Context: an optimization exercise on an open-source flow, tuned for small area, a short achievable clock period and few clock cycles per item. The choices shown serve that exercise and are no tape-out recipe. RTL that was checked went through simulation tests only; none was proved equivalent to the original.

the baseline:
Design multiplier_1, start of the top module:
module multiplier_1(
    input clk,
    input res_n,
    input start,
    output reg done,
    input [15:0] arg1,
    input [15:0] arg2,
    output reg [31:0] product
    );
clock: 5.0 ns
lec_check: 0
cap_margin: 20
core_margin: 2
core_utilization: 55
place_density: 0.75
setup_slack_margin: 1.3
slew_margin: 20
synth_hierarchical: 1
standard.sh (not shown) runs the stock make flow with config.mk's settings and CLKGATE_MAP_FILE= SYNTH_SCRIPT=/design/flow/synth_recipe.tcl, a recipe that flattens the netlist after the stock synthesis.
==> flow/flow/run.sh <==
#!/bin/bash
# The standard layout, with every port buffered by the smallest buffer
# (sky130_fd_sc_hd__buf_1) and a leaner clock tree.
set -euo pipefail
bash standard.sh BUFFER_PORTS_ARGS="-buffer_cell sky130_fd_sc_hd__buf_1" CTS_ARGS="-sink_clustering_enable -repair_clock_nets -dont_use_dummy_load -buf_list sky130_fd_sc_hd__clkbuf_4 -sink_clustering_size 10" > standard.log 2>&1
Changes in the candidate relative to the baseline:
-- flow/design.v --
<<< the baseline, line 255
    wire s225;
    wire c226;
    mul_hai us1 (.a(pp1[4]), .b(pp2[3]), .s(s1), .co(c2));
    mul_fa us3 (.a(pp1[5]), .b(pp2[4]), .c(pp3[3]), .s(s3), .co(c4));
    mul_hai us5 (.a(pp4[2]), .b(pp5[1]), .s(s5), .co(c6));
    mul_fa us7 (.a(pp1[6]), .b(pp2[5]), .c(pp3[4]), .s(s7), .co(c8));
    mul_fa us9 (.a(pp4[3]), .b(pp5[2]), .c(pp6[1]), .s(s9), .co(c10));
    mul_hai us11 (.a(pp7[0]), .b(i0[7]), .s(s11), .co(c12));
    mul_fa us13 (.a(pp1[7]), .b(pp2[6]), .c(pp3[5]), .s(s13), .co(c14));
    mul_fa us15 (.a(pp4[4]), .b(pp5[3]), .c(pp6[2]), .s(s15), .co(c16));
>>> the candidate, line 255
    wire s225;
    wire c226;
    mul_fa us1 (.a(pp1[4]), .b(pp2[3]), .c(1'b1), .s(s1), .co(c2));
    mul_fa us3 (.a(pp1[5]), .b(pp2[4]), .c(pp3[3]), .s(s3), .co(c4));
    mul_fa us5 (.a(pp4[2]), .b(pp5[1]), .c(1'b1), .s(s5), .co(c6));
    mul_fa us7 (.a(pp1[6]), .b(pp2[5]), .c(pp3[4]), .s(s7), .co(c8));
    mul_fa us9 (.a(pp4[3]), .b(pp5[2]), .c(pp6[1]), .s(s9), .co(c10));
    mul_fa us11 (.a(pp7[0]), .b(i0[7]), .c(1'b1), .s(s11), .co(c12));
    mul_fa us13 (.a(pp1[7]), .b(pp2[6]), .c(pp3[5]), .s(s13), .co(c14));
    mul_fa us15 (.a(pp4[4]), .b(pp5[3]), .c(pp6[2]), .s(s15), .co(c16));
<<< the baseline, line 291
    mul_fa us69 (.a(pp4[13]), .b(pp5[12]), .c(pp6[11]), .s(s69), .co(c70));
    mul_fa us71 (.a(e[1]), .b(pp3[15]), .c(pp4[14]), .s(s71), .co(c72));
    mul_hai us73 (.a(pp1[2]), .b(pp2[1]), .s(s73), .co(c74));
    mul_fa us75 (.a(pp1[3]), .b(pp2[2]), .c(pp3[1]), .s(s75), .co(c76));
    mul_hai us77 (.a(pp4[0]), .b(i0[4]), .s(s77), .co(c78));
    mul_fa us79 (.a(pp3[2]), .b(pp4[1]), .c(pp5[0]), .s(s79), .co(c80));
    mul_fa us81 (.a(i0[5]), .b(i1[5]), .c(s1), .s(s81), .co(c82));
>>> the candidate, line 291
    mul_fa us69 (.a(pp4[13]), .b(pp5[12]), .c(pp6[11]), .s(s69), .co(c70));
    mul_fa us71 (.a(e[1]), .b(pp3[15]), .c(pp4[14]), .s(s71), .co(c72));
    mul_fa us73 (.a(pp1[2]), .b(pp2[1]), .c(1'b1), .s(s73), .co(c74));
    mul_fa us75 (.a(pp1[3]), .b(pp2[2]), .c(pp3[1]), .s(s75), .co(c76));
    mul_fa us77 (.a(pp4[0]), .b(i0[4]), .c(1'b1), .s(s77), .co(c78));
    mul_fa us79 (.a(pp3[2]), .b(pp4[1]), .c(pp5[0]), .s(s79), .co(c80));
    mul_fa us81 (.a(i0[5]), .b(i1[5]), .c(s1), .s(s81), .co(c82));
<<< the baseline, line 325
    mul_fa us137 (.a(pp6[13]), .b(pp7[12]), .c(c72), .s(s137), .co(c138));
    mul_fa us139 (.a(e[3]), .b(pp5[15]), .c(pp6[14]), .s(s139), .co(c140));
    mul_hai us141 (.a(pp1[1]), .b(pp2[0]), .s(s141), .co(c142));
    mul_fa us143 (.a(pp3[0]), .b(i0[3]), .c(i1[3]), .s(s143), .co(c144));
    mul_fa us145 (.a(i1[4]), .b(c74), .c(s75), .s(s145), .co(c146));
>>> the candidate, line 325
    mul_fa us137 (.a(pp6[13]), .b(pp7[12]), .c(c72), .s(s137), .co(c138));
    mul_fa us139 (.a(e[3]), .b(pp5[15]), .c(pp6[14]), .s(s139), .co(c140));
    mul_fa us141 (.a(pp1[1]), .b(pp2[0]), .c(1'b1), .s(s141), .co(c142));
    mul_fa us143 (.a(pp3[0]), .b(i0[3]), .c(i1[3]), .s(s143), .co(c144));
    mul_fa us145 (.a(i1[4]), .b(c74), .c(s75), .s(s145), .co(c146));
<<< the baseline, line 345
    mul_fa us177 (.a(pp7[13]), .b(c136), .c(s139), .s(s177), .co(c178));
    mul_fa us179 (.a(e[4]), .b(pp6[15]), .c(pp7[14]), .s(s179), .co(c180));
    mul_hai us181 (.a(i0[0]), .b(i1[0]), .s(s181), .co(c182));
    mul_fa us183 (.a(pp1[0]), .b(i0[1]), .c(i1[1]), .s(s183), .co(c184));
    mul_fa us185 (.a(i0[2]), .b(i1[2]), .c(s141), .s(s185), .co(c186));
>>> the candidate, line 345
    mul_fa us177 (.a(pp7[13]), .b(c136), .c(s139), .s(s177), .co(c178));
    mul_fa us179 (.a(e[4]), .b(pp6[15]), .c(pp7[14]), .s(s179), .co(c180));
    mul_fa us181 (.a(i0[0]), .b(i1[0]), .c(1'b1), .s(s181), .co(c182));
    mul_fa us183 (.a(pp1[0]), .b(i0[1]), .c(i1[1]), .s(s183), .co(c184));
    mul_fa us185 (.a(i0[2]), .b(i1[2]), .c(s141), .s(s185), .co(c186));
<<< the baseline, line 416
    assign c = {gg[L][N-2:0], 1'b1};
endmodule
module mul_hai(input a, input b, output s, output co);
    mul_xnor ux (.a(a), .b(b), .y(s));
    mul_or uo (.a(a), .b(b), .y(co));
endmodule
module mul_xnor(input a, input b, output y);
    assign y = ~(a ^ b);
endmodule
module mul_or(input a, input b, output y);
    assign y = a | b;
endmodule
module mul_fa(input a, input b, input c, output s, output co);
    assign {co, s} = a + b + c;
>>> the candidate, line 416
    assign c = {gg[L][N-2:0], 1'b1};
endmodule
module mul_fa(input a, input b, input c, output s, output co);
    assign {co, s} = a + b + c;
Results
- Between the baseline and the candidate, the die extent in y figures differ only marginally.
- Against the baseline, synthesized cell count in the candidate fell slightly.
- Maximum resistive drop on vdd grows by a little under 10% when moving from the baseline to the candidate.
- On total overflow reported by the global router, the baseline tracks the candidate almost exactly.
- Length of routed met2 wiring (the candidate over the baseline): decrease, about 1.9%
- Per the comparison of the candidate with the baseline, proportion of synthesized chip area in sequential cells dropped 0.16 points, final hold slack climbed 28 ps, summed area of non-filler cells in the final layout climbed 0.73%, logic depth of the worst setup path including buffers dropped 1, area occupied by multi-input gates climbed 1.4%.
Testbench counts of the candidate, summed over its fixed seeds: cycles 568, items 192.
Function not checked in the baseline: the RTL went through the layout flow alone.

[static timing again, ports no longer ideal]
The flow's constraints put no driver on any port. The routed layouts listed below were extracted and timed again, unchanged, in two steps.
Step 1, drivers: a clkbuf_16 drives clk and a buf_2 each remaining input, both assumed.
Step 2 moves the port delays by t, midway between the first and last clock arrival at a register: inputs arrive t later, outputs are due t later. That takes back most of the time a late clock gives input paths.
Three values: ideal, step 1, step 2; two values: the first two.
run | t (ns) | setup WS [ns] | hold WS [ns] | worst setup path after step 2 | worst register clock-pin slew, ns
the baseline | 0.432 | 1.366 / 1.334 / 0.949 | 0.525 / 0.525 / 0.525 | input to register | 0.11 / 0.11
the candidate | 0.420 | 1.388 / 1.360 / 1.001 | 0.553 / 0.553 / 0.553 | input to register | 0.10 / 0.10
After both steps setup and hold are still met in every run listed. The setup slack of the baseline, which loses most, moves by -0.032 ns with the drivers and by -0.417 ns with both steps.
